What follows belongs to an exercise in optimizing a design on an open flow for small area; a production flow would make more cautious choices. Function was checked by simulation only, so behaviour that the tests miss may differ from the original. Power figures rest on the tool's default switching activity, not on a simulated workload.

## gamma
Design sequencer, start of the top module:
module sequencer(
    input  logic CLK100MHZ,
    input  logic rst,
    input  logic BTNU, BTND, BTNL, BTNR, BTNC, CPU_RESETN,
    input  logic SW15,SW14,SW13,SW12,SW11,SW10,SW9,SW8,SW7,SW6,SW5,SW4,SW3,SW2,SW1,SW0,
    output logic [15:0] LED,
    output logic LED16_R,
    output logic LED17_R, LED17_G, LED17_B,
    output logic [7:0] AN,
    output logic DP,CG,CF,CE,CD,CC,CB,CA,
    output logic AUD_PWM,
    output logic AUD_SD
);
Size in the first run: ~1700 cells after synthesis, roughly 270 flip-flops, ~62 I/O pins, about 13000 um^2 of cells after synthesis.
Settings: LEC_CHECK=0, ABC_AREA=1, CAP_MARGIN=20, CORE_AREA=10 10 190 190, CTS_BUF_LIST=sky130_fd_sc_hd__clkbuf_8, CTS_CLUSTER_DIAMETER=60, CTS_CLUSTER_SIZE=15, DIE_AREA=0 0 200 200, SLEW_MARGIN=20; clock period 10.0 ns.
standard.sh (not shown) runs the stock make flow with config.mk's settings and CLKGATE_MAP_FILE= SYNTH_SCRIPT=/design/flow/synth_recipe.tcl, a recipe that flattens the netlist after the stock synthesis.
==> flow/flow/run.sh <==
#!/bin/bash
# Own layout flow: the standard flow (standard.sh, which runs the standard synthesis and
# ORFS's make targets) with two changes:
# - the port buffers are sky130_fd_sc_hd__buf_1 (buffer_ports would pick a larger cell);
# - clock tree synthesis uses the standard arguments, clkbuf_8 buffers, clusters of at most
#   15 sinks, and no dummy loads.
# Everything else (floorplan, power grid, placement, routing) is the standard flow.
set -euo pipefail
bash standard.sh \
  "BUFFER_PORTS_ARGS=-buffer_cell sky130_fd_sc_hd__buf_1" \
  "CTS_ARGS=-sink_clustering_enable -repair_clock_nets -dont_use_dummy_load -sink_clustering_size 15 -sink_clustering_max_diameter 60 -buf_list sky130_fd_sc_hd__clkbuf_8" \
  finish > make_finish.log 2>&1
gamma was carried through to the last stage, and its layout satisfied the timing, DRC and antenna checks.
Inputs modified between gamma and beta:
==> flow/run.sh (new file) <==
#!/bin/bash
# synth_recipe.tcl (not shown) runs the flow's synth.tcl, then flattens the netlist and writes it again
# the make line also repeats each setting of config.mk as NAME=value (left out here)
make -C /OpenROAD-flow-scripts/flow DESIGN_CONFIG=/design/flow/config.mk WORK_HOME=/design/flow/orfs CLKGATE_MAP_FILE= SYNTH_SCRIPT=/design/flow/synth_recipe.tcl finish
removed: flow/flow/run.sh
removed: flow/standard.sh
## What came out
Cell with the largest stage delay on the worst path: sky130_fd_sc_hd__dfxtp_1 -> gamma, sky130_fd_sc_hd__fa_1 -> beta
Going from gamma to beta, non-clock buffer count has decreased; cell area has increased; total chip power has increased.

---

Another version of the RTL of sequencer (not shown whole).
For scale: roughly 270 flip-flops, ~62 I/O pins, ~13,000 um2 of cells after synthesis.
==> flow/config.mk <==
export PLATFORM = sky130hd
export DESIGN_NAME = sequencer
export DESIGN_NICKNAME = sequencer
export VERILOG_FILES = /design/flow/design.v
export SDC_FILE = /design/flow/constraint.sdc
export NUM_CORES = 4
export LEC_CHECK = 0
export ABC_AREA = 1
export CAP_MARGIN = 20
export CORE_AREA = 10 10 190 190
export CTS_BUF_LIST = sky130_fd_sc_hd__clkbuf_8
export CTS_CLUSTER_DIAMETER = 60
export CTS_CLUSTER_SIZE = 15
export DIE_AREA = 0 0 200 200
export SLEW_MARGIN = 20
==> flow/constraint.sdc <==
create_clock -name core_clock -period 10.0 [get_ports {CLK100MHZ}]
set_input_delay 2.0000 -clock core_clock [delete_from_list [all_inputs] [get_ports {CLK100MHZ}]]
set_output_delay 2.0000 -clock core_clock [all_outputs]
set_load 0.01 [all_outputs]
==> flow/flow/run.sh <==
#!/bin/bash
# Own layout flow: the standard flow (standard.sh: the standard synthesis script and ORFS's
# make targets) with three changes:
# - ABC maps the combinational logic for area (dch -f; map -a) instead of ORFS's area script
#   (dch; map -B 0.9; buffer).  It runs after the flip-flops are mapped, so the registers,
#   their names and cells are the standard synthesis's.
# - the port buffers are sky130_fd_sc_hd__buf_1 (buffer_ports would pick a larger cell);
# - clock tree synthesis uses the standard arguments, clkbuf_8 buffers, clusters of at most
#   15 sinks, and no dummy loads.
# Every tool's output goes to the ORFS logs under orfs/logs and to make_finish.log here.
set -euo pipefail
work=$(pwd)
rm -rf "$work/scripts_local"
cp -r "$FLOW_HOME/scripts" "$work/scripts_local"
printf 'strash\ndch -f\nmap -a\ntopo\nstime -c\nupsize -c\ndnsize -c\n' > "$work/scripts_local/abc_area.script"
bash standard.sh \
  "SCRIPTS_DIR=$work/scripts_local" \
  "BUFFER_PORTS_ARGS=-buffer_cell sky130_fd_sc_hd__buf_1" \
  "CTS_ARGS=-sink_clustering_enable -repair_clock_nets -dont_use_dummy_load -sink_clustering_size 15 -sink_clustering_max_diameter 60 -buf_list sky130_fd_sc_hd__clkbuf_8" \
  finish > make_finish.log 2>&1
The starting point completed without violations.
Next try:
==> flow/flow/run.sh (replaced) <==
#!/bin/bash
# Own layout flow: the standard flow (standard.sh, which runs the standard synthesis and
# ORFS's make targets) with two changes:
# - the port buffers are sky130_fd_sc_hd__buf_1 (buffer_ports would pick a larger cell);
# - clock tree synthesis uses the standard arguments, clkbuf_8 buffers, clusters of at most
#   15 sinks, and no dummy loads.
# Everything else (floorplan, power grid, placement, routing) is the standard flow.
set -euo pipefail
bash standard.sh \
  "BUFFER_PORTS_ARGS=-buffer_cell sky130_fd_sc_hd__buf_1" \
  "CTS_ARGS=-sink_clustering_enable -repair_clock_nets -dont_use_dummy_load -sink_clustering_size 15 -sink_clustering_max_diameter 60 -buf_list sky130_fd_sc_hd__clkbuf_8" \
  finish > make_finish.log 2>&1
Critical path depth rises by 5.
Combinational power went down by a little under a tenth.
Sequential power decreases by a few percent.
Setup slack improved by 85 ps.
Via count rises slightly.
Core utilization went up by 0.49 points.
Global-route usage is about the same.

==> afterwards: timing with drivers on the ports <==
No port has a modelled driver above. Below, the same layouts with a new extraction and two added sets of constraints. Step 1 sets driving cells, clkbuf_16 on the clock port and buf_2 on the other inputs (assumed; they add their load-dependent delay and slew). Step 2 moves the port delays by t, midway between the first and last clock arrival at a register: inputs arrive t later, outputs are due t later. That takes back most of the time a late clock gives input paths. Slacks: no drivers / after step 1 / after step 2; pairs: no drivers / after step 1.
run | shift t [ns] | slack for setup (ns) | worst setup path after step 2 | cell pins on the clock port's net
gamma | 0.571 | 0.728 / 0.728 / 0.728 | register to register | 1
beta | 0.584 | 0.653 / 0.653 / 0.653 | register to register | 1
the first run of note 2 | 0.580 | 0.565 / 0.565 / 0.565 | register to register | 1
the second run of note 2 | 0.581 | 0.650 / 0.650 / 0.650 | register to register | 1
After both steps setup and hold are still met in every run listed.
